This design comes from an exercise in tuning for small area, a short achievable clock period and few clock cycles per item on the open sky130 flow, not from production work. Where RTL was checked, it was by simulation tests only, not by an equivalence proof against the original. Only the layout flow was run in run 1; the RTL was not checked for function there. Power and IR drop assume default switching activity.

==> design.v <==
`timescale 1ns / 1ps
module axi_stream_insert_header#(
    parameter DATA_WD = 32,
    parameter DATA_BYTE_WD = DATA_WD / 8,
    parameter BYTE_CNT_WD = $clog2(DATA_BYTE_WD)
    )(
    input                       clk,
    input                       rst_n,
    input                       valid_in,
    input [DATA_WD-1 : 0]       data_in,
    input [DATA_BYTE_WD-1 : 0]  keep_in,
    input                       last_in,
    output                      ready_in,
    output                      valid_out,
    output [DATA_WD-1 : 0]      data_out,
    output [DATA_BYTE_WD-1 : 0] keep_out,
    output                      last_out,
    input                       ready_out,
    input                       valid_insert,
    input [DATA_WD-1 : 0]       header_insert,
    input [DATA_BYTE_WD-1 : 0]  keep_insert,
    input [BYTE_CNT_WD : 0]     byte_insert_cnt,
    output                      ready_insert
);
localparam NB = DATA_BYTE_WD;
localparam BW = BYTE_CNT_WD;
reg                 in_hdr;
reg                 in_data;
reg                 in_tail;
reg [NB-1:0]        hsel;    
reg [1:0]           tkeep;   
reg [DATA_WD-9:0]   carry;   
wire hdr_full = keep_insert[NB-1];
wire h1 = hsel[1];
wire h2 = hsel[2];
wire h3 = hsel[3];
wire k2 = keep_in[2];
wire k1 = keep_in[1];
wire k0 = keep_in[0];
wire ovf = (h1 & k0) | (h2 & k1) | (h3 & k2);
wire [NB-2:0] lkeep = {h1 | h2 | h3 | k2,
                       h2 | h3 | (h1 & k2) | k1,
                       h3 | (h2 & k2) | (h1 & k1) | k0};
wire [1:0] nkeep = {(h3 & k1) | (h2 & k0), h3 & k0};
reg [DATA_WD-1:0] window;
integer j, k;
always @(*) begin
    window = in_hdr ? header_insert : {DATA_WD{1'b0}};
    for (k = 0; k < NB; k = k + 1)
        if (hsel[k])
            window = window | ({carry, data_in} >> (8 * k));
end
wire last_beat = in_data & last_in & ~ovf;      
wire end_pkt   = last_beat & valid_in;
assign valid_out    = in_tail | (in_data & valid_in) | (in_hdr & valid_insert & hdr_full);
assign ready_in     = in_data & ready_out;
assign ready_insert = (in_hdr & (~hdr_full | ready_out)) |
                      (~hdr_full & ready_out & (in_tail | end_pkt));
assign data_out = window;
assign last_out = in_tail | last_beat;
assign keep_out = in_tail   ? {1'b1, tkeep, 1'b0} :
                  last_beat ? {1'b1, lkeep} : {NB{1'b1}};
wire take_in  = ready_in & valid_in;
wire take_hdr = ready_insert & valid_insert;
wire to_hdr   = ((take_in & last_in & ~ovf) | (in_tail & ready_out)) & ~take_hdr;
wire to_tail  = take_in & last_in & ovf;
always @(posedge clk or negedge rst_n) begin
    if (!rst_n) begin
        in_hdr  <= 1'b1;
        in_data <= 1'b0;
        in_tail <= 1'b0;
    end else begin
        if (take_hdr | to_hdr | to_tail) begin
            in_hdr  <= to_hdr;
            in_data <= take_hdr;
            in_tail <= to_tail;
        end
    end
end
always @(posedge clk or negedge rst_n) begin
    if (!rst_n)
        hsel <= {NB{1'b0}};
    else if (take_hdr)
        hsel <= {NB{1'b0}} | (1 << byte_insert_cnt[BW-1:0]);
    else if (to_hdr)
        hsel <= {NB{1'b0}};
end
always @(posedge clk) begin
    if (take_hdr) begin
        carry <= header_insert[DATA_WD-9:0];
    end else if (take_in) begin
        carry <= data_in[DATA_WD-9:0];
        tkeep <= nkeep;
    end
end
endmodule
==> flow/run.sh <==
#!/bin/bash
# Standard layout, with each port buffered by a small buffer instead of
# the delay cell that buffer_ports picks by default.
set -euo pipefail
export BUFFER_PORTS_ARGS="-buffer_cell sky130_fd_sc_hd__buf_1"
bash standard.sh > standard.log 2>&1
==> standard.sh <==
#!/bin/bash
# synth_recipe.tcl (not shown) runs the flow's synth.tcl, then flattens the netlist and writes it again
# the make line also repeats each setting of config.mk as NAME=value (left out here)
make -C /OpenROAD-flow-scripts/flow DESIGN_CONFIG=/design/flow/config.mk WORK_HOME=/design/flow/orfs CLKGATE_MAP_FILE= SYNTH_SCRIPT=/design/flow/synth_recipe.tcl "${@:-finish}"
==> config.mk <==
export PLATFORM = sky130hd
export DESIGN_NAME = axi_stream_insert_header
export DESIGN_NICKNAME = axi_stream_insert_header
export VERILOG_FILES = /design/flow/design.v
export SDC_FILE = /design/flow/constraint.sdc
export NUM_CORES = 4
export LEC_CHECK = 0
export CAP_MARGIN = 20
export CORE_MARGIN = 2
export CORE_UTILIZATION = 40
export PLACE_DENSITY = 0.6
export SETUP_SLACK_MARGIN = 2.1
export SLEW_MARGIN = 20
==> constraint.sdc <==
create_clock -name core_clock -period 4.5 [get_ports {clk}]
set_input_delay 0.9000 -clock core_clock [delete_from_list [all_inputs] [get_ports {clk}]]
set_output_delay 0.9000 -clock core_clock [all_outputs]
set_load 0.01 [all_outputs]
==> results of run 1 <==
-- registers in the layout, summed over array words and instances (netlist names) --
| name | count |
|---|---|
| carry | 24 |
| hsel | 4 |
| tkeep | 2 |
| in_data | 1 |
| in_hdr | 1 |
| in_tail | 1 |
-- final timing paths --
path | from | end | slack (ps) | depth (start not counted)
worst max-delay path | keep_in[0] | keep_out[2] | 1530 | 7
worst min-delay path | rst_n | hsel[3] | 490 | 1
worst max register to register | in_hdr | carry[18] | 2030 | 5
worst min register to register | in_data | in_data | 640 | 2
max in group asynchronous | rst_n | in_hdr | 3700 | 1
min in group core_clock | in_data | in_data | 640 | 2
-- cells by family (layout without fill, tap and decap cells) --
| group | count (synthesis) | in the layout | synth area share |
|---|---|---|---|
| muxes | 28 | 28 | 0.161 |
| AOI/OAI and AO/OA | 79 | 83 | 0.276 |
| other | 1 | 1 | 0.00154 |
| DFF | 33 | 33 | 0.393 |
| buffers and inverters | 29 | 163 | 0.0601 |
| and+or+nand+nor | 62 | 65 | 0.108 |
-- layout make-up --
| cell class | count | share of cell area |
|---|---|---|
| Clock buffer | 6 | 0.0249 |
| Clock inverter | 2 | 0.00399 |
| Inverter | 4 | 0.00399 |
| Multi-Input combinational cell | 177 | 0.403 |
| Sequential cell | 33 | 0.255 |
| Tap cell | 75 | 0.0249 |
| Timing Repair Buffer | 151 | 0.284 |
-- metal layers --
| metal | up-vias | global-route usage |
|---|---|---|
| li1 | 1257 | - |
| met1 | 1329 | 0.294 |
| met2 | 186 | 0.379 |
| met3 | 23 | 0.0626 |
| met4 | 0 | 0.0767 |
| met5 | - | 0 |
-- metrics by stage --
step	setup WS (ps)	hold slack (ps)	instance area (um^2)	total power, mW	utilization
4_1_cts	1540	502	3300	1.93	0.557
3_3_place_gp	1270	583	2890	1.52	0.488
5_1_grt	1500	513	3770	2.31	0.636
6_report	1530	488	3770	2.18	0.636
2_1_floorplan	1790	529	2470	1.20	-
3_5_place_dp	1250	576	2890	1.52	0.488
-- timing repair --
item                       CTS  global route
resized for setup           65            68
setup endpoints to repair   94            90
pin swaps                   30            43
gates cloned                 2             8
setup buffers               13            17
-- power breakdown --
part	switching (mW)	internal [mW]	leakage, nW
registers	0.0614	0.422	0.330
logic	0.762	0.667	1.28
clock network	0.125	0.144	0.0569
total	0.948	1.23	1.67
-- layout by cell type (no fill, tap or decap), types with 3 or more instances in the layout --
cell type / n
a22oi_1: 30
a21oi_1: 3
dfrtp_1: 5
clkbuf_8: 5
nand2_8: 3
edfxtp_1: 26
nand2_1: 45
nand2b_1: 3
buf_2: 29
clkbuf_2: 8
mux2_4: 22
buf_4: 22
buf_12: 4
inv_1: 4
buf_1: 56
mux2i_1: 4
a222oi_1: 33
buf_6: 19
a221o_2: 3
clkbuf_16: 3
buf_8: 11
==> run notes, run 1 <==
outcome finished clean; CTS clk-pin slew, worst paths 80 ps; Max-Cap Viols 0; register area between 900 and 1000 um^2; asr flop ratio synth 0.212; CTS tree done; Slew @ Worst Pin 779 ps; Layout fillers 498; Startpoint Class primary input; post-synthesis sequential area ratio 0.393; hpwl dp 4580 um; Synthesized Nets 313; die area 6730 um^2; Die Span Y 82.1 um; first-pass GRT wire length 11700 um; H-Tree Depth 2; Peak VDD IR 0.275 mV; vias in the first global route 2270; # setup viols final 0; IO Port Bufs 114; fin. max-slew vios 0; via density per instance 6.24; TritonCTS buffer count 5; Hold Path Class in2async; top cells by area, synth edfxtp_1 (32%), a222oi_1 (14%), mux2_4 (14%); placed insts 400; Critical Path, Cell by Cell buf_8, a222oi_1, buf_4, nand3_4, nor4_4, a2bb2oi_1, buf_1; met3 routed WL 910 um; uppermost layer routed met4; final period utilization 0.660; flops & latches, synth 33; post-route minimum period roughly 3000 ps; Fin Clk Skew ~11 ps; library cells used by synthesis 33; Layout area overhead 54.5%; total track usage 0.231; row cnt 28; antenna cells 0; slowest stage delay, CP 360 ps; Mapped Area roughly 2400 um^2; Total Wirelength 8940 um; Starting Density 0.412; Post-synth EDFFs 26; initial DRC count 440; Crit-path slowest cell a222oi_1; worst-path fanout max 3; CTS Sinks 33; Syn Inst Count 232; dominant synthesized flop cell edfxtp_1; yosys warns 1; per-cell routed wire length 20.0 um; area of the multi-input gates between 1500 and 2000 um^2; setup TNS 0 ps; top cell type's share of synthesized area 0.320; Synth area leader edfxtp_1; largest net degree at the start of global routing 39; Routed met2 length 4230 um; layout cell share with drive strength beyond 1 0.391; final hold violation count 0; gpl congestion 0.825; static leakage between 1.5 and 2 nW; drt drc 0; critical path's top delay family compound AO/OA/AOI/OAI gates; vias 2795; Crit path arrival time 2070 ps; CTS hold repair buffers 0; Post-Layout Cell Count 448; crit end category primary output; I/O pin total 121; synth cell count leaders nand2_1 (46), a222oi_1 (33), a22oi_1 (32); Worst Path Required between 3000 and 4000 ps; Pre-antenna DRT Iters 8; Die X ~80 um; unrepaired setup endpoints after global routing yes; Worst Path Buf+Inv 3; Nets 453; max_slew headroom 0.478; clock root cell clkbuf_8; count leader, synth nand2_1; GR Overflow Total 0; crit path kind in2out; power density cells 579 nW/um^2; Syn Area/Cell ~11 um^2; Max Clock Freq between 300 and 400 MHz; initial antenna violation count 0; post-route ant nets 0; Skew-Pair Late Insertion Delay 290 ps; Metal-1 WL 3590 um; Longest Clk Path Bufs 2; core area approximately 5900 um^2
==> run 2: changes to the inputs <==
==> design.v (replaced) <==
`timescale 1ns / 1ps
module axi_stream_insert_header#(
    parameter DATA_WD = 32,
    parameter DATA_BYTE_WD = DATA_WD / 8,
    parameter BYTE_CNT_WD = $clog2(DATA_BYTE_WD)
    )(
    input                       clk,
    input                       rst_n,
    input                       valid_in,
    input [DATA_WD-1 : 0]       data_in,
    input [DATA_BYTE_WD-1 : 0]  keep_in,
    input                       last_in,
    output                      ready_in,
    output                      valid_out,
    output [DATA_WD-1 : 0]      data_out,
    output [DATA_BYTE_WD-1 : 0] keep_out,
    output                      last_out,
    input                       ready_out,
    input                       valid_insert,
    input [DATA_WD-1 : 0]       header_insert,
    input [DATA_BYTE_WD-1 : 0]  keep_insert,
    input [BYTE_CNT_WD : 0]     byte_insert_cnt,
    output                      ready_insert
);
localparam NB = DATA_BYTE_WD;
localparam BW = BYTE_CNT_WD;
reg                 in_hdr;
reg                 in_data;
reg                 in_tail;
reg [NB-1:0]        hsel;
reg [NB-2:0]        kfix;
reg [DATA_WD-9:0]   carry;   
wire hdr_full = keep_insert[NB-1];
wire k2 = keep_in[2];
wire k1 = keep_in[1];
wire k0 = keep_in[0];
wire fits = hsel[0] | (hsel[1] & ~k0) | (hsel[2] & ~k1) | (hsel[3] & ~k2);
reg [DATA_WD-1:0] window;
integer k;
always @(*) begin
    window = {DATA_WD{in_hdr}} & header_insert;
    for (k = 0; k < NB; k = k + 1)
        window = window | ({DATA_WD{hsel[k]}} & ({carry, data_in} >> (8 * k)));
end
wire db = in_data & ~last_in;    
assign data_out  = window;
assign last_out  = in_tail | (last_in & fits);
assign keep_out  = {1'b1,
                    kfix[2] | db | (in_data & k2),
                    kfix[1] | db | (in_data & k1) | (in_data & hsel[1] & k2),
                    kfix[0] | db | (in_data & k0) | (in_data & hsel[1] & k1) |
                                                    (in_data & hsel[2] & k2)};
assign valid_out    = in_tail | (in_data & valid_in) | (in_hdr & valid_insert & hdr_full);
assign ready_in     = in_data & ready_out;
assign ready_insert = (in_hdr & ~hdr_full) | (in_hdr & ready_out) |
                      (~hdr_full & ready_out & in_tail) |
                      (~hdr_full & ready_out & valid_in & last_in & fits);
wire take_in  = ready_in & valid_in;
wire take_hdr = ready_insert & valid_insert;
wire end_pkt  = take_in & last_in & fits;
wire to_tail  = take_in & last_in & ~fits;
wire          n_data = take_hdr | (in_data & ~end_pkt & ~to_tail);
wire          n_tail = to_tail | (in_tail & ~ready_out);
wire          n_hdr  = ~n_data & ~n_tail;
wire [NB-1:0] n_hsel = take_hdr ? ({{(NB-1){1'b0}}, 1'b1} << byte_insert_cnt[BW-1:0]) :
                       n_hdr    ? {NB{1'b0}} : hsel;
wire [1:0]    tkeep  = {(hsel[3] & k1) | (hsel[2] & k0), hsel[3] & k0};
wire [NB-2:0] n_kfix = {n_hdr | (n_tail & (to_tail ? tkeep[1] : kfix[2])) |
                            (n_data & ~n_hsel[0]),
                        n_hdr | (n_tail & (to_tail ? tkeep[0] : kfix[1])) |
                            (n_data & (n_hsel[2] | n_hsel[3])),
                        n_hdr | (n_data & n_hsel[3])};
always @(posedge clk or negedge rst_n) begin
    if (!rst_n) begin
        in_hdr  <= 1'b1;
        in_data <= 1'b0;
        in_tail <= 1'b0;
        hsel    <= {NB{1'b0}};
        kfix    <= {(NB-1){1'b1}};
    end else begin
        in_hdr  <= n_hdr;
        in_data <= n_data;
        in_tail <= n_tail;
        hsel    <= n_hsel;
        kfix    <= n_kfix;
    end
end
wire hold = ~take_hdr & ~take_in;
always @(posedge clk)
    carry <= ({(DATA_WD-8){take_hdr}} & header_insert[DATA_WD-9:0]) |
             ({(DATA_WD-8){~take_hdr & take_in}} & data_in[DATA_WD-9:0]) |
             ({(DATA_WD-8){hold}} & carry);
endmodule
--- a/config.mk
+++ b/config.mk
@@ -11,3 +11,3 @@
 export PLACE_DENSITY = 0.6
-export SETUP_SLACK_MARGIN = 2.1
+export SETUP_SLACK_MARGIN = 2.0
 export SLEW_MARGIN = 20
==> run 2 against run 1 <==
Effect of this change:
- sequential power grew 25%
- highest routed layer unchanged
- largest cell class unchanged
- largest power group unchanged
- critical endpoint is now ready_insert
- sequential cell count grew 1
- non-clock buffer count shrank 21
- global-route usage shrank 0.38 points
- synthesized cell count grew 27%
- routed wire length shrank 8.7%
- maximum frequency grew 9.8%
- count of clock-buffer cells in the layout grew 2
- area after synthesis shrank 1.4%
- clock power shrank 3%
- sequential share of layout area shrank 2.2 points
- final cell count grew 6.9%
==> run notes, run 2 <==
Max-Cap Viols 0 (unchanged); Max Clock Freq 370 MHz (+9.8%); I/O pin total 121 (unchanged); worst-path fanout max 3 (unchanged); hpwl dp 5150 um (+12%); Slew @ Worst Pin 589 ps (-190 ps); setup TNS 0 ps (unchanged); top cells by area, synth dfxtp_1 (20%), a222oi_1 (13%), a22oi_1 (10%); Layout area overhead 33.3%; flops & latches, synth 34 (+3.0%); Design Area, Final 3200 um^2 (-15%); static leakage 1.40 nW (-16%); library cells used by synthesis 45 (+36%); initial DRC count 422 (-4.1%); TritonCTS buffer count 5 (unchanged); max_slew headroom 0.606 (+0.127); Switching Share 0.436 (+0.00138); GR Overflow Total 0 (unchanged); Reg power frac 0.319 (+0.097); die area 6640 um^2 (-1.3%); total track usage 0.227 (-0.00377); main combinational cell family by area after synthesis compound AO/OA/AOI/OAI gates; asr flop ratio synth 0.294 (+0.0820); Compound-Gate Fraction of Synth Area 0.363 (+0.0872); Post-Layout Cell Count 479 (+6.9%); post-synthesis sequential area ratio 0.306 (-0.0866); IO Port Bufs 114 (unchanged); Gate power share 0.543 (-0.112); most frequent cells in the layout buf_1 (90), nand2_1 (61), a222oi_1 (32), a22oi_1 (32); dominant synthesized flop cell dfxtp_1; core area 5850 um^2 (-1.2%); Die X 81.5 um (-0.66%); Clk pwr share 0.138 (+0.015); most common cell after layout, fill and taps aside buf_1; placed insts 459 (+15%); vias in the first global route 2658 (+17%); vias 2907 (+4.0%); Skew-Pair Late Insertion Delay 280 ps (about the same); register area 747 um^2 (-22%); Post-synth EDFFs 0 (-100%); layout cell share with drive strength beyond 1 0.166 (-0.226); Die Span Y 81.5 um (-0.66%); final hold violation count 0 (unchanged); outcome finished clean; Fin Clk Skew 6.55 ps (-4.20 ps); yosys warns 1 (unchanged); final period utilization 0.601 (-0.0590); number of flip-flops in the largest register 24 (unchanged); Placement Cell Area 2830 um^2 (-2.1%); Crit path top cell by count o21ai_1; area of the multi-input gates 1550 um^2 (+1.9%); Worst Path Required 3600 ps (about the same); Total Wirelength 8170 um (-8.7%); count leader, synth nand2_1; slowest stage delay, CP 430 ps (+70 ps); power density cells 592 nW/um^2 (+2.2%); top cell type's share of synthesized area 0.200 (-0.120); CTS Sinks 34 (+3.0%); Crit-path slowest cell o41a_1; Hold Path Class reg2reg; fin. max-slew vios 0 (unchanged); Layout fillers 569 (+14%); # setup viols final 0 (unchanged); Longest Clk Path Bufs 2 (unchanged); Syn Area/Cell 8.15 um^2 (-22%); crit path kind in2out; H-Tree Depth 2 (unchanged); gpl congestion 0.807 (-2.2%); unrepaired setup endpoints after global routing yes; CTS clk-pin slew, worst paths 70 ps (about the same); first-pass GRT wire length 12100 um (+3.7%); Mapped Area 2400 um^2 (-1.4%); CTS tree done; largest net degree at the start of global routing 39 (unchanged); row cnt 28 (unchanged); post-route ant nets 0 (unchanged); Synthesized Nets 376 (+20%); Syn Inst Count 295 (+27%); Biggest register carry; Pint 1.07 mW (-13%); Pre-antenna DRT Iters 9 (+1); antenna cells 0 (unchanged); crit end category primary output; Synth area leader dfxtp_1; via density per instance 6.07 (-2.7%); CTS hold repair buffers 0 (unchanged); area share of and/or/nand/nor cells after synthesis 0.162 (+0.0541); Largest regs carry x24, hsel x4, kfix x3; Critical Path, Cell by Cell buf_8, nor2b_4, o41a_1, o21ai_1, o21ai_1, buf_2; Starting Density 0.411 (-0.000844); Post-Synth Adder-Cell Area 0 (unchanged); mux contribution to synthesized area 0.0999 (-0.0612); per-cell routed wire length 17.0 um (-15%); initial antenna violation count 0 (unchanged); drt drc 0 (unchanged); synth cell count leaders nand2_1 (62), a22oi_1 (33), a222oi_1 (32); post-synthesis xor/xnor area fraction 0 (unchanged); clock root cell clkbuf_8; Nets 484 (+6.8%); post-route minimum period 2700 ps (-265 ps); Crit path arrival time 1800 ps (-270 ps); Startpoint Class primary input; Switch Pwr 827 uW (-13%); Peak VDD IR 0.286 mV (+4.0%)
-- run 2: cell count changes after synthesis, moves of 16 or more --
| cell | before | now |
|---|---|---|
| mux2i_1 | 4 | 24 |
| dfxtp_1 | 0 | 24 |
| nand2_1 | 46 | 62 |
| edfxtp_1 | 26 | 0 |
| o21ai_0 | 1 | 24 |
| mux2_4 | 22 | 0 |
-- run 2: metal layers --
layer,vias up,routed length (um),track usage
li1,1379,-,-
met1,1363,3580,0.304
met2,159,3710,0.375
met3,6,815,0.0440
met4,0,67,0.0593
met5,-,0,0
-- run 2: final cells by class --
cell class,count,area share
multi-input cells,226,0.482
flip-flops and latches,34,0.233
repair buffers,130,0.214
clock buffers,8,0.0344
well taps,75,0.0293
inverters,6,0.00703
-- run 2: final timing paths --
path                            start      endpoint  slack (ps)  cells after the start
setup / recovery           keep_in[0]  ready_insert        1800                      6
hold / removal                kfix[2]       kfix[2]         520                      2
setup reg to reg               in_hdr      carry[6]        2250                      6
hold reg to reg               kfix[2]       kfix[2]         520                      2
max in group asynchronous       rst_n       hsel[1]        3470                      1
min in group asynchronous       rst_n       in_tail         590                      1
-- run 2: logic make-up (layout without fill, tap and decap cells) --
kind of cell,Yosys count,count (layout)
buf+inv,36,144
other cells,1,1
mux,24,24
simple gates,87,87
compound gates,113,114
flops,34,34
-- run 2: timing repair --
item	4_1_cts	5_1_grt
resized for setup	28	40
cloned	0	1
setup endpoints to repair	56	45
pin swaps	10	19
buffers inserted	7	4
-- run 2: power by group through the flow --
| stage | sequential (mW) | combinational [mW] | clock, mW |
|---|---|---|---|
| after global placement | 0.653 | 0.859 | 0 |
| after detailed placement | 0.651 | 0.867 | 0 |
| final | 0.605 | 1.03 | 0.262 |
| after global routing | 0.624 | 1.15 | 0.284 |
| after CTS | 0.625 | 0.938 | 0.271 |
| after floorplan | 0.533 | 0.699 | 0 |
-- run 2: through the flow --
| stage | hold slack, ps | setup slack (ps) | total power, mW | util |
|---|---|---|---|---|
| floorplan | 485 | 2000 | 1.23 | - |
| CTS | 520 | 1770 | 1.83 | 0.524 |
| global placement | 505 | 1600 | 1.51 | 0.483 |
| finish | 517 | 1800 | 1.90 | 0.547 |
| detailed placement | 510 | 1580 | 1.52 | 0.483 |
| global route | 535 | 1750 | 2.06 | 0.547 |
-- run 2: worst max-delay path: cells and delay by family --
family / cells / cell delay [ps]
AOI/OAI and AO/OA: 3 / 650
buffers and inverters: 2 / 210
and+or+nand+nor: 1 / 30
Testbench counts of run 2, summed over its fixed seeds: cycles 8,282, bytes 30,700.
==> run 3: changes to the inputs <==
--- a/config.mk
+++ b/config.mk
@@ -11,3 +11,2 @@
 export PLACE_DENSITY = 0.6
-export SETUP_SLACK_MARGIN = 2.0
 export SLEW_MARGIN = 20
==> run 3 against run 2 <==
Effect of this change:
- still clean
- die area stayed put
- cell area decreased by 8.6%
- clock power decreased by 8.4%
- area after synthesis did not move
- sequential share of layout area up 1.8 points
- clock skew increased by 1.9 ps
- final cell count down 2.3%
- synthesized cell count unchanged
- via count is 3.8% lower
- non-clock buffer count is 10 lower
- critical path type unchanged
- critical endpoint unchanged
- largest cell class unchanged
- highest routed layer unchanged
==> run notes, run 3 <==
final period utilization 0.651 (+0.0503); Syn Inst Count 295 (unchanged); Crit path arrival time 2030 ps (+230 ps); via density per instance 5.98 (-1.5%); drt drc 0 (unchanged); number of flip-flops in the largest register 24 (unchanged); largest net degree at the start of global routing 38 (-2.6%); worst-path fanout max 4 (+1); top cell type's share of synthesized area 0.200 (unchanged); first-pass GRT wire length 11500 um (-5.2%); fin. max-slew vios 0 (unchanged); die area 6640 um^2 (unchanged); layout cell share with drive strength beyond 1 0.0636 (-0.102); TritonCTS buffer count 5 (unchanged); core area 5850 um^2 (unchanged); Reg2Reg Setup Slack 1880 ps (-370 ps); CTS hold repair buffers 0 (unchanged); Syn Area/Cell 8.15 um^2 (unchanged); IO Port Bufs 114 (unchanged); Starting Density 0.411 (unchanged); hold_sp kfix[2]; static leakage 1.24 nW (-12%); Crit-path slowest cell o41a_1; Die X 81.5 um (unchanged); per-cell routed wire length 15.8 um (-7.2%); setup TNS 0 ps (unchanged); slowest stage delay, CP 460 ps (+30 ps); synth cell count leaders nand2_1 (62), a22oi_1 (33), a222oi_1 (32); crit end category primary output; most common cell after layout, fill and taps aside buf_1; Max Clock Freq 341 MHz (-7.7%); GR Overflow Total 0 (unchanged); outcome finished clean; Mapped Area 2400 um^2 (unchanged); max_slew headroom 0.526 (-0.0795); # setup viols final 0 (unchanged); Slew @ Worst Pin 711 ps (+121 ps); Post-synth EDFFs 0 (unchanged); hold slack 519 ps (+2.40 ps); CTS tree done; unrepaired setup endpoints after global routing no; count leader, synth nand2_1; Max-Cap Viols 0 (unchanged); initial antenna violation count 0 (unchanged); final hold violation count 0 (unchanged); Critical Path, Cell by Cell buf_1, nor2b_4, o41a_1, o21ai_0, o21ai_0, buf_1; Total Wirelength 7410 um (-9.3%); gpl congestion 0.799 (-1.0%); crit path kind in2out; CTS Sinks 34 (unchanged); dominant synthesized flop cell dfxtp_1; I/O pin total 121 (unchanged); initial DRC count 273 (-35%); Peak VDD IR 0.279 mV (-2.4%); Biggest register carry; library cells used by synthesis 45 (unchanged); Layout area overhead 21.8%; Startpoint Class primary input; asr flop ratio synth 0.294 (unchanged); total power 1.76 mW (-7.2%); Skew-Pair Late Insertion Delay 290 ps (about the same); total track usage 0.218 (-0.00887); R2R Path Start in_hdr; flops & latches, synth 34 (unchanged); clock root cell clkbuf_8; vias 2797 (-3.8%); Pre-antenna DRT Iters 7 (-2); Fin Clk Skew 8.43 ps (+1.89 ps); vias in the first global route 2447 (-7.9%); CTS-repair resized insts 0 (-100%); Worst Hold Path EP kfix[2]; H-Tree Depth 2 (unchanged); power density cells 601 nW/um^2 (+1.5%); row cnt 28 (unchanged); Largest regs carry x24, hsel x4, kfix x3; antenna cells 0 (unchanged); Longest Clk Path Bufs 2 (unchanged); WHS Path Cells 2 (unchanged); yosys warns 1 (unchanged); Worst Path Required 3600 ps (about the same); Die Span Y 81.5 um (unchanged); Hold Path Class reg2reg; most frequent cells in the layout buf_1 (114), nand2_1 (62), a22oi_1 (33); Nets 473 (-2.3%); Worst Reg-to-Reg Cells 5 (-1); Synth area leader dfxtp_1; post-route ant nets 0 (unchanged); post-CTS setup repair buffer count 0 (-7); post-synthesis sequential area ratio 0.306 (unchanged); top cells by area, synth dfxtp_1 (20%), a222oi_1 (13%), a22oi_1 (10%); CTS clk-pin slew, worst paths 80 ps (about the same); worst r2r dst carry[3]; hpwl dp 5090 um (-1.1%); Synthesized Nets 376 (unchanged); post-route minimum period 2930 ps (+226 ps)
[run 3: cell counts after synthesis]
No cell type changed its count.
[run 3: worst max-delay path, delay by kind of cell]
kind                   cells  cell delay [ps]
AO/OA/AOI/OAI              3              730
buffers and inverters      2              340
AND/OR/NAND/NOR            1               60
[run 3: routing by layer]
metal	wire length [um]	track usage	vias to the layer above
met1	3380	0.308	1305
met3	602	0.0374	7
met2	3350	0.339	141
li1	-	-	1344
met4	77	0.0695	0
met5	0	0	-
[run 3: cells by family after synthesis]
group	Yosys count	share of synthesized area
compound gates	113	0.363
buf+inv	36	0.0666
flops	34	0.306
mux	24	0.0999
other cells	1	0.00156
simple gates	87	0.162
[run 3: layout make-up]
| class | count | area (um^2) |
|---|---|---|
| Timing Repair Buffer | 120 | 473 |
| Clock inverter | 2 | 12.5 |
| Sequential cell | 34 | 736 |
| Fill cell | 632 | 2920 |
| Inverter | 6 | 22.5 |
| Clock buffer | 6 | 82.6 |
| Multi-Input combinational cell | 225 | 1510 |
| Tap cell | 75 | 93.8 |
[run 3: worst max-delay path by stage]
stage	slack (ps)	from	end	depth (start not counted)
6_report	1570	keep_in[1]	ready_insert	6
5_1_grt	1480	keep_in[1]	ready_insert	6
4_1_cts	1580	keep_in[1]	ready_insert	6
3_5_place_dp	1580	keep_in[1]	ready_insert	6
3_3_place_gp	1580	keep_in[1]	ready_insert	6
2_1_floorplan	1970	keep_in[1]	ready_insert	4
[run 3: where the power goes]
group	switching (mW)	internal (mW)	leakage [nW]	total (mW)
logic	0.514	0.377	0.865	0.892
clock network	0.117	0.123	0.0472	0.240
registers	0.167	0.461	0.323	0.627
total	0.798	0.961	1.24	1.76
[run 3: through the flow]
stage                util  worst slack (ps)  std cells  instance area [um^2]
finish              0.500              1570        468                  2930
global route        0.500              1480        468                  2930
CTS                 0.500              1580        468                  2930
detailed placement  0.484              1580        460                  2830
global placement    0.484              1580        460                  2830
floorplan               -              1970        295                  2400
==> run 4: changes to the inputs <==
--- a/config.mk
+++ b/config.mk
@@ -7,2 +7,3 @@
 export LEC_CHECK = 0
+export ABC_CLOCK_PERIOD_IN_PS = 300
 export CAP_MARGIN = 20
==> run 4 against run 3 <==
Effect of this change:
- still clean
- area after synthesis did not move
- utilization unchanged
- count of clock-buffer cells in the layout unchanged
- highest routed layer unchanged
==> run notes, run 4 <==
CTS tree done; CTS Sinks 34 (unchanged); clock root cell clkbuf_8; synth cell count leaders nand2_1 (62), a22oi_1 (33), a222oi_1 (32); post-route ant nets 0 (unchanged); Startpoint Class primary input; crit path kind in2out; Max Clock Freq 341 MHz (unchanged); Longest Clk Path Bufs 2 (unchanged); mux contribution to synthesized area 0.0999 (unchanged); Worst Path Required 3600 ps (about the same); Starting Density 0.411 (unchanged); setup TNS 0 ps (unchanged); gpl congestion 0.799 (unchanged); asr flop ratio synth 0.294 (unchanged); dominant synthesized flop cell dfxtp_1; layout cell share with drive strength beyond 1 0.0636 (unchanged); main combinational cell family by area after synthesis compound AO/OA/AOI/OAI gates; Layout fillers 632 (unchanged); power density cells 601 nW/um^2 (unchanged); Die Span Y 81.5 um (unchanged); outcome finished clean; post-route minimum period 2930 ps (unchanged); initial DRC count 273 (unchanged); placed insts 460 (unchanged); unrepaired setup endpoints after global routing no; CTS clk-pin slew, worst paths 80 ps (about the same); Pre-antenna DRT Iters 7 (unchanged); flops & latches, synth 34 (unchanged); largest net degree at the start of global routing 38 (unchanged); Layout area overhead 21.8% (unchanged); Synthesized Nets 376 (unchanged); CTS-repair resized insts 0 (unchanged); core area 5850 um^2 (unchanged); final hold violation count 0 (unchanged); Compound-Gate Fraction of Synth Area 0.363 (unchanged); per-cell routed wire length 15.8 um (unchanged); area share of and/or/nand/nor cells after synthesis 0.162 (unchanged); row cnt 28 (unchanged); worst-path fanout max 4 (unchanged); most frequent cells in the layout buf_1 (114), nand2_1 (62), a22oi_1 (33); crit end category primary output; final core occ 0.500 (unchanged); hpwl dp 5090 um (unchanged); Post-Synth Adder-Cell Area 0 (unchanged); post-synthesis xor/xnor area fraction 0 (unchanged); Total Wirelength 7410 um (unchanged); post-synthesis sequential area ratio 0.306 (unchanged); Syn Area/Cell 8.15 um^2 (unchanged); Post-Layout Cell Count 468 (unchanged); TritonCTS buffer count 5 (unchanged); Syn Inst Count 295 (unchanged); static leakage 1.24 nW (unchanged); Post-synth EDFFs 0 (unchanged); post-CTS setup repair buffer count 0 (unchanged); Biggest register carry; Skew-Pair Late Insertion Delay 290 ps (about the same); Die X 81.5 um (unchanged); final period utilization 0.651 (unchanged); drt drc 0 (unchanged); Slew @ Worst Pin 711 ps (unchanged); top cells by area, synth dfxtp_1 (20%), a222oi_1 (13%), a22oi_1 (10%); antenna cells 0 (unchanged); Mapped Area 2400 um^2 (unchanged); Crit path arrival time 2030 ps (about the same); die area 6640 um^2 (unchanged); library cells used by synthesis 45 (unchanged); count leader, synth nand2_1; I/O pin total 121 (unchanged); CTS hold repair buffers 0 (unchanged); Max-Cap Viols 0 (unchanged); vias in the first global route 2447 (unchanged); vias 2797 (unchanged); # setup viols final 0 (unchanged); max_slew headroom 0.526 (unchanged); Synth area leader dfxtp_1; via density per instance 5.98 (unchanged); first-pass GRT wire length 11500 um (unchanged); yosys warns 1 (unchanged); Peak VDD IR 0.279 mV (unchanged); IO Port Bufs 114 (unchanged); fin. max-slew vios 0 (unchanged); H-Tree Depth 2 (unchanged); Hold Path Class reg2reg; Fin Clk Skew 8.43 ps (unchanged); number of flip-flops in the largest register 24 (unchanged); top cell type's share of synthesized area 0.200 (unchanged); Largest regs carry x24, hsel x4, kfix x3; Nets 473 (unchanged); most common cell after layout, fill and taps aside buf_1; initial antenna violation count 0 (unchanged); total track usage 0.218 (unchanged); GR Overflow Total 0 (unchanged)
run 4: cell counts in the layout (fill, tap and decap cells not counted):
No cell type changed its count.
run 4: final cells by class:
class                      instances  area, um^2  share of cell area
multi-input combinational        225        1510               0.515
sequential                        34         736               0.251
timing repair buffer             120         473               0.162
tap                               75        93.8              0.0321
clock buffer                       6        82.6              0.0282
inverter                           6        22.5             0.00769
clock inverter                     2        12.5             0.00427
run 4: worst max-delay path, cell delays in order:
cell and delay (ps):
buf_1 210, nor2b_4 60, o41a_1 460, o21ai_0 160, o21ai_0 110, buf_1 130
run 4: logic make-up (layout without fill, tap and decap cells):
logic type             count (synthesis)  after routing
DFF                                   34             34
AOI/OAI and AO/OA                    113            113
other                                  1              1
muxes                                 24             24
buffers and inverters                 36            134
and+or+nand+nor                       87             87
run 4: through the flow:
stage | power [mW] | hold slack [ps] | area [um^2] | setup WS [ps]
after detailed placement | 1.52 | 516 | 2830 | 1580
after global placement | 1.51 | 511 | 2830 | 1580
after CTS | 1.77 | 527 | 2930 | 1580
final | 1.76 | 519 | 2930 | 1570
after floorplan | 1.23 | 485 | 2400 | 1970
after global routing | 1.92 | 534 | 2930 | 1480
run 4: where the power goes:
group	leakage [nW]	total, mW	switching [mW]	internal, mW
sequential	0.323	0.627	0.167	0.461
combinational	0.865	0.892	0.514	0.377
clock	0.0472	0.240	0.117	0.123
total	1.24	1.76	0.798	0.961
run 4: metal layers:
metal  vias to the layer above  wire length (um)  global-route usage
li1                       1344                 -                   -
met1                      1305              3380               0.308
met3                         7               602              0.0374
met2                       141              3350               0.339
met4                         0                77              0.0695
met5                         -                 0                   0
run 4: final timing paths:
path / to / start / slack [ps] / depth (start not counted)
worst max-delay path: ready_insert / keep_in[1] / 1570 / 6
worst min-delay path: kfix[2] / kfix[2] / 520 / 2
worst max register to register: carry[3] / in_hdr / 1880 / 5
worst min register to register: kfix[2] / kfix[2] / 520 / 2
max in group asynchronous: hsel[3] / rst_n / 3570 / 1
min in group asynchronous: in_tail / rst_n / 560 / 1
==> run 5: changes to the inputs <==
==> flow/run.sh (replaced) <==
#!/bin/bash
# Standard layout, with each port buffered by a small buffer instead of
# the delay cell that buffer_ports picks by default, and a clock tree
# without dummy loads.
set -euo pipefail
export BUFFER_PORTS_ARGS="-buffer_cell sky130_fd_sc_hd__buf_1"
export CTS_ARGS="-sink_clustering_enable -repair_clock_nets -dont_use_dummy_load"
bash standard.sh > standard.log 2>&1
--- a/config.mk
+++ b/config.mk
@@ -7,3 +7,2 @@
 export LEC_CHECK = 0
-export ABC_CLOCK_PERIOD_IN_PS = 300
 export CAP_MARGIN = 20
@@ -12,2 +11,3 @@
 export PLACE_DENSITY = 0.6
+export SETUP_SLACK_MARGIN = 1.6
 export SLEW_MARGIN = 20
==> run 5 against run 4 <==
Effect of this change:
- cell area shrank 0.47%
- synthesized cell count is the same
- highest routed layer unchanged
- routed wire length grew 0.30%
- largest cell class unchanged
- largest power group unchanged
==> run notes, run 5 <==
Gate power share 0.519 (+0.012); gpl congestion 0.799 (unchanged); layout cell share with drive strength beyond 1 0.0641 (+0.000489); per-cell routed wire length 16.0 um (+0.94%); synth cell count leaders nand2_1 (62), a22oi_1 (33), a222oi_1 (32); Mapped Area 2400 um^2 (unchanged); first-pass GRT wire length 11500 um (-0.11%); number of flip-flops in the largest register 24 (unchanged); Layout area overhead 21.2%; Switching Share 0.455 (+0.00164); Design Area, Final 2910 um^2 (-0.47%); vias 2799 (+0.072%); Largest regs carry x24, hsel x4, kfix x3; Synthesized Nets 376 (unchanged); Reg power frac 0.364 (+0.007); core area 5850 um^2 (unchanged); count leader, synth nand2_1; top cells by area, synth dfxtp_1 (20%), a222oi_1 (13%), a22oi_1 (10%); Synth area leader dfxtp_1; most frequent cells in the layout buf_1 (111), nand2_1 (62), a22oi_1 (33); Startpoint Class primary input; outcome finished clean; Max-Cap Viols 0 (unchanged); placed insts 460 (unchanged); Worst Path Required 3600 ps (about the same); IO Port Bufs 114 (unchanged); post-route ant nets 0 (unchanged); Pre-antenna DRT Iters 9 (+2); flops & latches, synth 34 (unchanged); Die Span Y 81.5 um (unchanged); initial DRC count 305 (+12%); asr flop ratio synth 0.294 (unchanged); CTS Sinks 34 (unchanged); Pint 940 uW (-2.2%); drt drc 0 (unchanged); post-synthesis sequential area ratio 0.306 (unchanged); Slew @ Worst Pin 701 ps (-9.72 ps); die area 6640 um^2 (unchanged); Max Clock Freq 355 MHz (+3.9%); CTS tree done; Peak VDD IR 0.277 mV (-0.75%); Hold Path Class reg2reg; final hold violation count 0 (unchanged); Placement Cell Area 2830 um^2 (unchanged); worst-path fanout max 4 (unchanged); register area 736 um^2 (unchanged); area of the multi-input gates 1520 um^2 (+0.58%); unrepaired setup endpoints after global routing no; H-Tree Depth 2 (unchanged); static leakage 1.24 nW (about the same); post-route minimum period 2820 ps (-109 ps); Layout fillers 635 (+0.47%); final period utilization 0.627 (-0.0242); Nets 473 (unchanged); Post-Layout Cell Count 465 (-0.64%); Clk pwr share 0.117 (-0.020); row cnt 28 (unchanged); Syn Area/Cell 8.15 um^2 (unchanged); total track usage 0.218 (unchanged); antenna cells 0 (unchanged); Post-synth EDFFs 0 (unchanged); largest net degree at the start of global routing 38 (unchanged); crit path kind in2out; clock root cell clkbuf_8; Longest Clk Path Bufs 2 (unchanged); Starting Density 0.411 (unchanged); via density per instance 6.02 (+0.72%); # setup viols final 0 (unchanged); initial antenna violation count 0 (unchanged); dominant synthesized flop cell dfxtp_1; library cells used by synthesis 45 (unchanged); TritonCTS buffer count 5 (unchanged); hpwl dp 5090 um (unchanged); Total Wirelength 7430 um (+0.30%); I/O pin total 121 (unchanged); Skew-Pair Late Insertion Delay 280 ps (about the same); top cell type's share of synthesized area 0.200 (unchanged); Crit path arrival time 1920 ps (-110 ps); GR Overflow Total 0 (unchanged); Die X 81.5 um (unchanged); vias in the first global route 2442 (-0.20%); Biggest register carry; most common cell after layout, fill and taps aside buf_1; setup TNS 0 ps (unchanged); max_slew headroom 0.533 (+0.00648); fin. max-slew vios 0 (unchanged); Fin Clk Skew 21.6 ps (+13.2 ps); CTS clk-pin slew, worst paths 80 ps (about the same); Syn Inst Count 295 (unchanged); Switch Pwr 786 uW (-1.5%); yosys warns 1 (unchanged); crit end category primary output; power density cells 592 nW/um^2 (-1.4%)
## run 5: layer usage
metal,up-vias,global-route usage,routed length (um)
met5,-,0,0
met4,0,0.0695,71
met3,6,0.0374,607
met2,130,0.339,3360
met1,1321,0.308,3380
li1,1342,-,-
## run 5: layout make-up
class / count / share of cell area
multi-input combinational: 225 / 0.520
sequential: 34 / 0.252
timing repair buffer: 120 / 0.164
tap: 75 / 0.0322
clock buffer: 5 / 0.0236
inverter: 6 / 0.00773
## run 5: cells by family after synthesis
family	Yosys count	synth area share
flops	34	0.306
buf+inv	36	0.0666
simple gates	87	0.162
mux	24	0.0999
other cells	1	0.00156
compound gates	113	0.363
## run 5: power groups by stage
stage	Sequential, mW	Clock [mW]	Combinational (mW)
3_5_place_dp	0.629	0	0.894
5_1_grt	0.650	0.221	1.01
4_1_cts	0.624	0.208	0.895
6_report	0.629	0.202	0.896
3_3_place_gp	0.627	0	0.884
2_1_floorplan	0.533	0	0.698
## run 5: path summary, 6_finish.rpt
path | from | cells past startpoint | slack, ps | to
setup reg to reg | in_hdr | 5 | 2100 | carry[8]
max in group asynchronous | rst_n | 1 | 3560 | hsel[3]
min in group asynchronous | rst_n | 1 | 560 | in_tail
setup / recovery | keep_in[1] | 6 | 1680 | ready_insert
hold / removal | kfix[2] | 2 | 520 | kfix[2]
hold reg to reg | kfix[2] | 2 | 520 | kfix[2]
## run 5: what timing repair did
| item | in CTS | in global routing |
|---|---|---|
| cloned | 0 | 0 |
| setup endpoints to repair | 1 | 2 |
| gates resized for setup | 1 | 4 |
| hold buffers | 0 | 0 |
| setup buffers | 0 | 0 |
## run 5: stage by stage
step | utilization | hold slack [ps] | setup slack [ps] | power (mW)
after floorplan | - | 485 | 1970 | 1.23
final | 0.498 | 520 | 1680 | 1.73
after detailed placement | 0.484 | 516 | 1580 | 1.52
after global routing | 0.498 | 534 | 1610 | 1.88
after global placement | 0.484 | 511 | 1580 | 1.51
after CTS | 0.496 | 527 | 1630 | 1.73
## run 5: critical path, cell delays in order
cell     delay (ps)
buf_2           140
nor2b_4          50
o41a_1          460
o21ai_1         140
o21ai_0         100
buf_1           130
==> run 6: changes to the inputs <==
--- a/config.mk
+++ b/config.mk
@@ -7,2 +7,3 @@
 export LEC_CHECK = 0
+export ABC_AREA = 1
 export CAP_MARGIN = 20
==> run 6 against run 5 <==
Effect of this change:
- still clean on timing, DRC and antenna
- register-to-register slack better by 150 ps
- routed wire length up 14%
- utilization down 1.4 points
- power up 3.8%
- count of clock-buffer cells in the layout unchanged
- sequential power up 4.3%
- cell area up 4.8%
- maximum frequency up 6.5%
- first-iteration DRC count down 35%
- area after synthesis up 8.0%
- worst hold slack worse by 59 ps
- final cell count up 29%
- largest cell class unchanged
==> run notes, run 6 <==
crit path to keep_out[0]; Synthesized Nets 513 (+36%); flops & latches, synth 34 (unchanged); vias 3215 (+15%); core area 6310 um^2 (+7.9%); Worst Path Buf+Inv 2 (unchanged); I/O pin total 121 (unchanged); first-pass GRT wire length 13400 um (+17%); Worst Reg-to-Reg Cells 11 (+6); per-cell routed wire length 14.0 um (-12%); max_slew headroom 0.535 (+0.00244); final hold violation count 0 (unchanged); number of flip-flops in the largest register 24 (unchanged); static leakage 1.43 nW (+16%); Stages on worst setup path 3 (-3); clock root cell clkbuf_8; Crit path arrival time 1750 ps (-170 ps); Biggest register carry; count leader, synth nand2_1; hpwl dp 5830 um (+15%); TritonCTS buffer count 5 (unchanged); largest net degree at the start of global routing 37 (-2.6%); Fin Clk Skew 5.87 ps (-15.7 ps); drt drc 0 (unchanged); power density cells 587 nW/um^2 (-0.99%); crit path kind reg2out; vias in the first global route 2777 (+14%); initial antenna violation count 0 (unchanged); Critical Path, Cell by Cell inv_1, o311ai_0, buf_1; Max Clock Freq 378 MHz (+6.5%); slowest stage delay, CP 800 ps (+340 ps); Synth area leader nand2_1; post-synthesis sequential area ratio 0.283 (-0.0227); Die X 84.6 um (+3.7%); Syn Inst Count 432 (+46%); # setup viols final 0 (unchanged); Reg2Reg Setup Slack 2250 ps (+150 ps); worst r2r dst carry[20]; initial DRC count 198 (-35%); crit end category primary output; Largest regs carry x24, hsel x4, kfix x3; die area 7150 um^2 (+7.6%); Placement Cell Area 2980 um^2 (+5.2%); worst-path fanout max 35 (+31); final period utilization 0.588 (-0.0384); most common cell after layout, fill and taps aside nand2_1; Peak VDD IR 0.290 mV (+4.5%); IO Port Bufs 114 (unchanged); post-route ant nets 0 (unchanged); antenna cells 0 (unchanged); H-Tree Depth 2 (unchanged); Layout fillers 720 (+13%); Nets 608 (+29%); CTS tree done; Post-synth EDFFs 0 (unchanged); Worst Path Required 3600 ps (about the same); Longest Clk Path Bufs 2 (unchanged); Crit-path slowest cell dfrtp_2; Mapped Area 2600 um^2 (+8.0%); post-route minimum period 2650 ps (-173 ps); asr flop ratio synth 0.294 (unchanged); unrepaired setup endpoints after global routing no; R2R Path Start hsel[1]; GR Overflow Total 0 (unchanged); CTS Sinks 34 (unchanged); yosys warns 1 (unchanged); Hold Path Class reg2reg; hold slack 460 ps (-59.2 ps); Startpoint Class register; CTS clk-pin slew, worst paths 70 ps (about the same); top cell type's share of synthesized area 0.363 (+0.163); Total Wirelength 8440 um (+14%); dominant synthesized flop cell dfxtp_1; Worst Setup SP hsel[2]; total track usage 0.231 (+0.0129); outcome finished clean; Layout area overhead 17.6%; Starting Density 0.411 (about the same); final core occ 0.484 (-0.0143); top cells by area, synth nand2_1 (36%), dfxtp_1 (19%), a221oi_1 (11%); Slew @ Worst Pin 696 ps (-5.21 ps); library cells used by synthesis 31 (-31%); fin. max-slew vios 0 (unchanged); post-CTS setup repair buffer count 0 (unchanged); layout cell share with drive strength beyond 1 0.0495 (-0.0146); setup TNS 0 ps (unchanged); Skew-Pair Late Insertion Delay 280 ps (about the same); via density per instance 5.34 (-11%); Die Span Y 84.6 um (+3.7%); Syn Area/Cell 6.01 um^2 (-26%); row cnt 29 (+3.6%); most frequent cells in the layout nand2_1 (251), buf_1 (114), nand3_1 (35); Design Area, Final 3050 um^2 (+4.8%); critical path's top delay family flip-flops; gpl congestion 0.843 (+5.5%); Max-Cap Viols 0 (unchanged); synth cell count leaders nand2_1 (251), nand3_1 (35), a221oi_1 (32); Pre-antenna DRT Iters 5 (-4)
run 6: cell types whose count changed after synthesis, sizes merged, moves of 3 or more:
cell | previous run | this run
nand3 | 3 | 35
mux2i | 24 | 0
a22oi | 33 | 0
inv | 6 | 19
nand2b | 3 | 0
a221oi | 0 | 32
nor2b | 5 | 0
clkbuf | 18 | 15
o211ai | 0 | 5
nand2 | 62 | 254
nor2 | 4 | 11
a222oi | 32 | 0
a21o | 4 | 0
o21ai | 29 | 4
run 6: power by group:
| group | leakage [nW] | switching, mW | total, mW | internal (mW) |
|---|---|---|---|---|
| registers | 0.320 | 0.198 | 0.656 | 0.458 |
| logic | 1.07 | 0.587 | 0.929 | 0.343 |
| clock network | 0.0359 | 0.106 | 0.206 | 0.0998 |
run 6: cells by family after synthesis:
| kind of cell | synth area share |
|---|---|
| AND/OR/NAND/NOR | 0.470 |
| AO/OA/AOI/OAI | 0.156 |
| other | 0.00144 |
| flip-flops | 0.283 |
| buffers and inverters | 0.0896 |
run 6: stage by stage:
| stage | setup slack, ps | power (mW) | cells |
|---|---|---|---|
| floorplan | 2130 | 1.28 | 432 |
| CTS | 1710 | 1.79 | 602 |
| global placement | 1800 | 1.58 | 597 |
| finish | 1850 | 1.79 | 602 |
| detailed placement | 1790 | 1.59 | 597 |
| global route | 1760 | 1.96 | 602 |
run 6: area by class of cell:
class / instances / area [um^2] / area share
well taps: 77 / 96.3 / 0.0315
flip-flops and latches: 34 / 742 / 0.243
repair buffers: 116 / 443 / 0.145
inverters: 19 / 76.3 / 0.0250
multi-input cells: 351 / 1630 / 0.533
clock buffers: 5 / 68.8 / 0.0225
run 6: how the worst min path moves through the flow:
stage	start	depth (start not counted)	to
after floorplan	carry[16]	2	carry[16]
after global placement	carry[18]	2	carry[18]
after detailed placement	carry[18]	2	carry[18]
after CTS	carry[18]	2	carry[18]
after global routing	carry[16]	2	carry[16]
final	carry[18]	2	carry[18]
run 6: what timing repair did:
item                       in CTS  in global routing
setup endpoints to repair       3                  1
resized for setup               1                  1
hold buffers                    0                  0
run 6: worst min-delay path, cell delays in order (launching register included):
cell	delay (ps)
dfxtp_1	330
nand2_1	50
nand3_1	50
run 6: per-layer routing:
| metal | routed length (um) | track usage |
|---|---|---|
| met2 | 3480 | 0.324 |
| met5 | 0 | 0 |
| met4 | 93 | 0.0678 |
| met3 | 906 | 0.0698 |
| met1 | 3960 | 0.341 |
==> run 7: changes to the inputs <==
--- a/config.mk
+++ b/config.mk
@@ -12,3 +12,2 @@
 export PLACE_DENSITY = 0.6
-export SETUP_SLACK_MARGIN = 1.6
 export SLEW_MARGIN = 20
==> run 7 against run 6 <==
Effect of this change:
- still clean
- via count is 0.12% higher
- clock skew is 1.3 ps higher
- sequential share of layout area is 0.093 points lower
- sequential power hardly changed
- area after synthesis stayed put
- power hardly changed
- critical path depth is 1 higher
- routed wire length is 0.19% higher
- count of clock-buffer cells in the layout stayed put
- critical endpoint is now ready_insert
- highest routed layer unchanged
==> run notes, run 7 <==
Syn Area/Cell 6.01 um^2 (unchanged); Die Span Y 84.6 um (unchanged); gpl congestion 0.843 (unchanged); Crit path arrival time 1870 ps (+120 ps); Biggest register carry; most frequent cells in the layout nand2_1 (251), buf_1 (114), nand3_1 (35); row cnt 29 (unchanged); Pint 898 uW (-0.28%); final period utilization 0.615 (+0.0270); dominant synthesized flop cell dfxtp_1; TritonCTS buffer count 5 (unchanged); flops & latches, synth 34 (unchanged); Synth area leader nand2_1; Post-synth EDFFs 0 (unchanged); GR Overflow Total 0 (unchanged); Largest regs carry x24, hsel x4, kfix x3; Switching Share 0.499 (+0.00184); Switch Pwr 895 uW (+0.45%); vias in the first global route 2777 (unchanged); Starting Density 0.411 (unchanged); H-Tree Depth 2 (unchanged); Pre-antenna DRT Iters 5 (unchanged); most common cell after layout, fill and taps aside nand2_1; Post-Layout Cell Count 602 (unchanged); top cell type's share of synthesized area 0.363 (unchanged); Die X 84.6 um (unchanged); Clk pwr share 0.116 (about the same); static leakage 1.43 nW (about the same); hpwl dp 5830 um (unchanged); Max Clock Freq 361 MHz (-4.4%); Nets 608 (unchanged); fin. max-slew vios 0 (unchanged); first-pass GRT wire length 13400 um (unchanged); Slew @ Worst Pin 713 ps (+16.7 ps); Skew-Pair Late Insertion Delay 280 ps (about the same); Layout area overhead 17.5%; PnR worst setup slack 1730 ps (-122 ps); M3 GR Usage 0.0698 (unchanged); antenna cells 0 (unchanged); count leader, synth nand2_1; Hold Path Class reg2reg; Layout fillers 720 (unchanged); Mapped Area 2600 um^2 (unchanged); Reg power frac 0.365 (about the same); yosys warns 1 (unchanged); via density per instance 5.35 (+0.12%); post-route minimum period 2770 ps (+122 ps); core area 6310 um^2 (unchanged); Peak VDD IR 0.271 mV (-6.5%); Longest Clk Path Bufs 2 (unchanged); top cells by area, synth nand2_1 (36%), dfxtp_1 (19%), a221oi_1 (11%); initial antenna violation count 0 (unchanged); CTS Sinks 34 (unchanged); layout cell share with drive strength beyond 1 0.0495 (unchanged); post-synthesis sequential area ratio 0.283 (unchanged); crit path kind reg2out; placed insts 597 (unchanged); IO Port Bufs 114 (unchanged); Total Wirelength 8460 um (+0.19%); Placement Cell Area 2980 um^2 (unchanged); clock root cell clkbuf_8; initial DRC count 185 (-6.6%); vias 3219 (+0.12%); hold slack 459 ps (-1.26 ps); setup TNS 0 ps (unchanged); global-route met2 utilization 0.324 (unchanged); Syn Inst Count 432 (unchanged); I/O pin total 121 (unchanged); Worst Path Required 3600 ps (about the same); final hold violation count 0 (unchanged); drt drc 0 (unchanged); total power 1.79 mW (about the same); Startpoint Class register; CTS hold repair buffers 0 (unchanged); final core occ 0.483 (-0.000595); outcome finished clean; # setup viols final 0 (unchanged); Fin Clk Skew 7.16 ps (+1.29 ps); worst-path fanout max 34 (-2.9%); power density cells 588 nW/um^2 (+0.21%); pre-CTS WS 1790 ps (unchanged); synth cell count leaders nand2_1 (251), nand3_1 (35), a221oi_1 (32); grt peak-use layer met1; CTS tree done; met1 usage 0.341 (unchanged); library cells used by synthesis 31 (unchanged); Gate power share 0.519 (about the same); total track usage 0.231 (unchanged); crit end category primary output; Synthesized Nets 513 (unchanged); number of flip-flops in the largest register 24 (unchanged); die area 7150 um^2 (unchanged); post-route ant nets 0 (unchanged); Design Area, Final 3050 um^2 (-0.12%); unrepaired setup endpoints after global routing no; CTS-repair resized insts 0 (-1); Max-Cap Viols 0 (unchanged); max_slew headroom 0.524 (-0.0111); post-CTS setup repair buffer count 0 (unchanged); largest net degree at the start of global routing 37 (unchanged); per-cell routed wire length 14.0 um (+0.19%); asr flop ratio synth 0.294 (unchanged); CTS clk-pin slew, worst paths 70 ps (about the same)
## run 7: layout make-up
cell class	count	area, um^2	area share
timing repair buffer	116	443	0.145
sequential	34	738	0.242
clock buffer	5	68.8	0.0226
multi-input combinational	351	1630	0.534
inverter	19	76.3	0.0250
tap	77	96.3	0.0316
## run 7: metal layers
metal,up-vias,wire [um]
met1,1447,3920
met4,0,93
met3,9,944
met2,164,3510
met5,-,0
li1,1599,-
## run 7: cell families (layout without fill, tap and decap cells)
group / after synthesis / in the layout / synth area share
AND/OR/NAND/NOR: 301 / 301 / 0.470
AO/OA/AOI/OAI: 49 / 49 / 0.156
other: 1 / 1 / 0.00144
buffers and inverters: 47 / 140 / 0.0896
flip-flops: 34 / 34 / 0.283
## run 7: worst paths after layout
path / to / startpoint / cells past startpoint / slack (ps)
hold / removal: carry[18] / carry[18] / 2 / 460
min in group asynchronous: hsel[3] / rst_n / 1 / 570
setup reg to reg: carry[9] / in_hdr / 8 / 2210
setup / recovery: ready_insert / in_hdr / 4 / 1730
max in group asynchronous: hsel[2] / rst_n / 1 / 3550
hold reg to reg: carry[18] / carry[18] / 2 / 460
## run 7: power by group through the flow
stage,Clock (mW),Combinational [mW],Sequential (mW)
floorplan,0,0.750,0.532
global placement,0,0.923,0.653
detailed placement,0,0.930,0.656
CTS,0.211,0.933,0.650
global route,0.230,1.05,0.676
finish,0.208,0.931,0.654
## run 7: worst max-delay path, stage by stage, from the launching register on
cell,delay (ps)
dfstp_2,980
a21boi_0,270
a21oi_1,70
nand2_2,100
buf_1,150
==> run 8: changes to the inputs <==
--- a/config.mk
+++ b/config.mk
@@ -12,2 +12,3 @@
 export PLACE_DENSITY = 0.6
+export SETUP_SLACK_MARGIN = 2.1
 export SLEW_MARGIN = 20
==> run 8 against run 7 <==
Effect of this change:
- sequential cell count unchanged
- global-route usage up 4.1 points
- critical path depth up 2
- die area unchanged
- critical endpoint is now data_out[14]
- register-to-register slack worse by 20 ps
- synthesized cell count unchanged
- worst hold slack better by 1.8 ps
- non-clock buffer count up 23
- cell area up 33%
- utilization up 16 points
- clock skew about the same
==> run notes, run 8 <==
antenna cells 0 (unchanged); vias 3523 (+9.4%); synth cell count leaders nand2_1 (251), nand3_1 (35), a221oi_1 (32); Max Clock Freq 403 MHz (+12%); crit end category primary output; Mapped Area 2600 um^2 (unchanged); Worst Path Required 3600 ps (about the same); setup TNS 0 ps (unchanged); crit path kind in2out; Reg2Reg Setup Slack 2190 ps (-20 ps); Total Wirelength 10600 um (+26%); initial DRC count 238 (+29%); initial antenna violation count 0 (unchanged); core area 6310 um^2 (unchanged); Starting Density 0.411 (unchanged); vias in the first global route 3193 (+15%); register area 747 um^2 (+1.2%); per-cell routed wire length 17.0 um (+21%); CTS tree done; Pre-antenna DRT Iters 5 (unchanged); outcome finished clean; Hold Path Class reg2reg; drt drc 0 (unchanged); # setup viols final 0 (unchanged); Skew-Pair Late Insertion Delay 290 ps (about the same); Biggest register carry; flops & latches, synth 34 (unchanged); final period utilization 0.552 (-0.0638); dominant synthesized flop cell dfxtp_1; total track usage 0.272 (+0.0410); gpl congestion 0.843 (unchanged); fin. max-slew vios 0 (unchanged); die area 7150 um^2 (unchanged); count leader, synth nand2_1; Crit path arrival time 1580 ps (-290 ps); post-synthesis sequential area ratio 0.283 (unchanged); post-route ant nets 0 (unchanged); most frequent cells in the layout nand2_1 (232), buf_1 (40), nand3_1 (34); Layout area overhead 56.0%; Startpoint Class primary input; Syn Area/Cell 6.01 um^2 (unchanged); TritonCTS buffer count 5 (unchanged); power density cells 568 nW/um^2 (-3.3%); final hold violation count 0 (unchanged); Layout fillers 597 (-17%); IO Port Bufs 114 (unchanged); Peak VDD IR 0.359 mV (+33%); first-pass GRT wire length 15600 um (+16%); Synthesized Nets 513 (unchanged); clock root cell clkbuf_8; Nets 633 (+4.1%); row cnt 29 (unchanged); Crit path top cell by count nand2_1; layout cell share with drive strength beyond 1 0.336 (+0.287); Longest Clk Path Bufs 2 (unchanged); CTS Sinks 34 (unchanged); Crit-path slowest cell a221oi_2; I/O pin total 121 (unchanged); unrepaired setup endpoints after global routing yes; Die X 84.6 um (unchanged); Die Span Y 84.6 um (unchanged); area of the multi-input gates 1960 um^2 (+20%); largest net degree at the start of global routing 34 (-8.1%); GR Overflow Total 0 (unchanged); Post-synth EDFFs 0 (unchanged); Syn Inst Count 432 (unchanged); hold slack 461 ps (+1.79 ps); Max-Cap Viols 0 (unchanged); CTS clk-pin slew, worst paths 70 ps (about the same); Critical Path, Cell by Cell buf_6, nand2_1, nand2_1, a221oi_2, nand2_1, buf_2; top cells by area, synth nand2_1 (36%), dfxtp_1 (19%), a221oi_1 (11%); Slew @ Worst Pin 579 ps (-134 ps); top cell type's share of synthesized area 0.363 (unchanged); H-Tree Depth 2 (unchanged); pre-CTS WS 1790 ps (unchanged); hpwl dp 5830 um (unchanged); library cells used by synthesis 31 (unchanged); static leakage 2.02 nW (+42%); Synth area leader nand2_1; Fin Clk Skew 6.73 ps (-0.428 ps); PnR worst setup slack 2020 ps (+287 ps); asr flop ratio synth 0.294 (unchanged); worst-path fanout max 3 (-91%); max_slew headroom 0.613 (+0.0890); final core occ 0.641 (+0.158); post-route minimum period 2480 ps (-287 ps); via density per instance 5.62 (+5.1%); Largest regs carry x24, hsel x4, kfix x3; slowest stage delay, CP 210 ps (-770 ps); number of flip-flops in the largest register 24 (unchanged); yosys warns 1 (unchanged); most common cell after layout, fill and taps aside nand2_1
## run 8: logic make-up (layout without fill, tap and decap cells)
kind of cell | count (synthesis) | in the layout | synth area share
AO/OA/AOI/OAI | 49 | 50 | 0.156
buffers and inverters | 47 | 163 | 0.0896
flip-flops | 34 | 34 | 0.283
other | 1 | 1 | 0.00144
AND/OR/NAND/NOR | 301 | 302 | 0.470
## run 8: power by group
| group | total [mW] | internal (mW) | switching, mW |
|---|---|---|---|
| Sequential | 0.626 | 0.460 | 0.165 |
| Clock | 0.210 | 0.0999 | 0.110 |
| Combinational | 1.47 | 0.647 | 0.820 |
## run 8: timing repair
action / in CTS / in global routing
hold endpoints to repair: 0 / 0
resized for setup: 172 / 54
pin swaps: 71 / 43
endpoints found under the setup margin: 62 / 65
buffers inserted: 18 / 4
hold buffers: 0 / 0
cloned: 0 / 3
## run 8: final timing paths
check                            startpoint  cells after the start            to
worst max-delay path            data_in[14]                      6  data_out[14]
worst min-delay path              carry[18]                      2     carry[18]
worst max register to register      hsel[2]                     14     carry[20]
worst min register to register    carry[18]                      2     carry[18]
max in group asynchronous             rst_n                      1       hsel[1]
min in group asynchronous             rst_n                      1       hsel[0]
## run 8: routing by layer
layer	share of wire	GRT usage
met1	0.42	0.377
met4	0.019	0.0765
met3	0.099	0.0718
met5	0	0
met2	0.46	0.419
## run 8: per-stage QoR
| step | instance area, um^2 | std cells | power (mW) |
|---|---|---|---|
| 6_report | 4050 | 627 | 2.30 |
| 5_1_grt | 4050 | 627 | 2.46 |
| 4_1_cts | 3820 | 620 | 2.16 |
| 3_5_place_dp | 2980 | 597 | 1.59 |
| 3_3_place_gp | 2980 | 597 | 1.58 |
| 2_1_floorplan | 2600 | 432 | 1.28 |
## run 8: cell type report
| cell class | count | share of cell area |
|---|---|---|
| tap | 77 | 0.0238 |
| multi-input combinational | 353 | 0.483 |
| timing repair buffer | 139 | 0.269 |
| clock buffer | 5 | 0.0170 |
| inverter | 19 | 0.0226 |
| sequential | 34 | 0.184 |
## run 8: worst max-delay path, delay by kind of cell
family | cells | cell delay [ps]
simple gates | 3 | 220
compound gates | 1 | 210
buf+inv | 2 | 240
==> run 9: changes to the inputs <==
--- a/config.mk
+++ b/config.mk
@@ -12,3 +12,3 @@
 export PLACE_DENSITY = 0.6
-export SETUP_SLACK_MARGIN = 2.1
+export SETUP_SLACK_MARGIN = 1.9
 export SLEW_MARGIN = 20
==> run 9 against run 8 <==
Effect of this change:
- worst hold slack is essentially flat
- clock skew shrank 0.67 ps
- largest power group unchanged
- sequential power grew 2%
- largest cell class unchanged
- critical path type unchanged
- highest routed layer unchanged
- setup slack lost 74 ps
- die area is the same
==> run notes, run 9 <==
outcome finished clean; Skew-Pair Late Insertion Delay 290 ps (about the same); layout cell share with drive strength beyond 1 0.0737 (-0.263); hold_sp carry[18]; Mapped Area 2600 um^2 (unchanged); post-route ant nets 0 (unchanged); most common cell after layout, fill and taps aside nand2_1; count leader, synth nand2_1; Post-synth EDFFs 0 (unchanged); worst-path fanout max 4 (+1); core area 6310 um^2 (unchanged); final core occ 0.498 (-0.143); final hold violation count 0 (unchanged); via density per instance 5.39 (-4.1%); Worst Reg-to-Reg Cells 11 (-3); Slew @ Worst Pin 719 ps (+140 ps); worst r2r dst carry[23]; flops & latches, synth 34 (unchanged); largest net degree at the start of global routing 37 (+8.8%); number of flip-flops in the largest register 24 (unchanged); H-Tree Depth 2 (unchanged); Syn Inst Count 432 (unchanged); crit path kind in2out; top cells by area, synth nand2_1 (36%), dfxtp_1 (19%), a221oi_1 (11%); initial DRC count 239 (+0.42%); Die Span Y 84.6 um (unchanged); synth cell count leaders nand2_1 (251), nand3_1 (35), a221oi_1 (32); clock root cell clkbuf_8; drt drc 0 (unchanged); row cnt 29 (unchanged); Syn Area/Cell 6.01 um^2 (unchanged); max_slew headroom 0.520 (-0.0931); Worst Setup SP data_in[27]; hpwl dp 5830 um (unchanged); Fin Clk Skew 6.06 ps (-0.673 ps); grt peak-use layer met1; vias in the first global route 2798 (-12%); met1 usage 0.354 (-0.0232); dominant synthesized flop cell dfxtp_1; CTS clk-pin slew, worst paths 70 ps (about the same); Pre-antenna DRT Iters 5 (unchanged); antenna cells 0 (unchanged); Nets 612 (-3.3%); Layout area overhead 21.2%; final period utilization 0.568 (+0.0164); Layout fillers 716 (+20%); R2R Path Start hsel[1]; fin. max-slew vios 0 (unchanged); Max Clock Freq 391 MHz (-2.9%); Crit path arrival time 1660 ps (+80 ps); area of the multi-input gates 1660 um^2 (-15%); Biggest register carry; initial antenna violation count 0 (unchanged); Longest Clk Path Bufs 2 (unchanged); hold slack 461 ps (-0.373 ps); first-pass GRT wire length 13700 um (-13%); top cell type's share of synthesized area 0.363 (unchanged); Reg2Reg Setup Slack 2220 ps (+30 ps); Largest regs carry x24, hsel x4, kfix x3; # setup viols final 0 (unchanged); Starting Density 0.411 (unchanged); M3 GR Usage 0.0678 (-0.00393); library cells used by synthesis 31 (unchanged); total track usage 0.236 (-0.0364); Worst Hold Path EP carry[18]; register area 747 um^2 (unchanged); setup TNS 0 ps (unchanged); most frequent cells in the layout nand2_1 (251), buf_1 (111), nand3_1 (35); asr flop ratio synth 0.294 (unchanged); TritonCTS buffer count 5 (unchanged); post-route minimum period 2560 ps (+73.6 ps); Synthesized Nets 513 (unchanged); Die X 84.6 um (unchanged); Worst Path Required 3600 ps (about the same); Startpoint Class primary input; die area 7150 um^2 (unchanged); Total Wirelength 8760 um (-18%); static leakage 1.48 nW (-27%); post-synthesis sequential area ratio 0.283 (unchanged); GR Overflow Total 0 (unchanged); crit end category primary output; gpl congestion 0.843 (unchanged); CTS tree done; CTS Sinks 34 (unchanged); unrepaired setup endpoints after global routing yes; Hold Path Class reg2reg; global-route met2 utilization 0.328 (-0.0909); WHS Path Cells 2 (unchanged); per-cell routed wire length 14.4 um (-15%); Peak VDD IR 0.276 mV (-23%); Synth area leader nand2_1; Max-Cap Viols 0 (unchanged); yosys warns 1 (unchanged); I/O pin total 121 (unchanged); vias 3267 (-7.3%); IO Port Bufs 114 (unchanged); power density cells 594 nW/um^2 (+4.5%)
-- run 9: stage by stage --
stage                     cells  total power, mW  area (um^2)  setup slack (ps)
after floorplan             432             1.28         2600              2130
after global placement      597             1.58         2980              1800
after detailed placement    597             1.59         2980              1790
after CTS                   603             1.82         3070              1920
after global routing        606             2.03         3150              1870
final                       606             1.87         3150              1940
-- run 9: cell type report --
cell class	count	share of cell area
multi-input combinational	351	0.528
sequential	34	0.237
timing repair buffer	120	0.158
tap	77	0.0306
inverter	19	0.0243
clock buffer	5	0.0219
-- run 9: cell families after synthesis --
| group | synth area share |
|---|---|
| simple gates | 0.470 |
| flops | 0.283 |
| other cells | 0.00144 |
| compound gates | 0.156 |
| buf+inv | 0.0896 |
-- run 9: timing repair --
item,CTS,global route
hold buffers,0,0
pin swaps,0,3
setup buffers,1,3
gates resized for setup,4,9
endpoints found under the setup margin,36,23
-- run 9: power breakdown --
part / switching [mW] / internal [mW] / total, mW / leakage, nW
combinational: 0.641 / 0.383 / 1.02 / 1.12
clock: 0.108 / 0.0998 / 0.208 / 0.0359
sequential: 0.177 / 0.459 / 0.637 / 0.320
total: 0.926 / 0.942 / 1.87 / 1.48
-- run 9: how the worst max path moves through the flow --
stage	to	slack, ps	depth (start not counted)
floorplan	keep_out[0]	2130	2
global placement	last_out	1800	5
detailed placement	keep_out[0]	1790	3
CTS	data_out[4]	1920	6
global route	ready_insert	1870	9
finish	data_out[27]	1940	6
-- run 9: critical path, cell delays in order --
cell,delay (ps)
buf_1,130
nand2_1,90
nand2_1,50
a221oi_1,230
nand2_1,110
buf_1,140
-- run 9: layer usage --
layer / part of all wire / up-vias / wire length (um)
met5: 0 / - / 0
met4: 0.010 / 0 / 91
met3: 0.11 / 9 / 951
met2: 0.41 / 154 / 3630
met1: 0.47 / 1495 / 4080
li1: - / 1609 / -
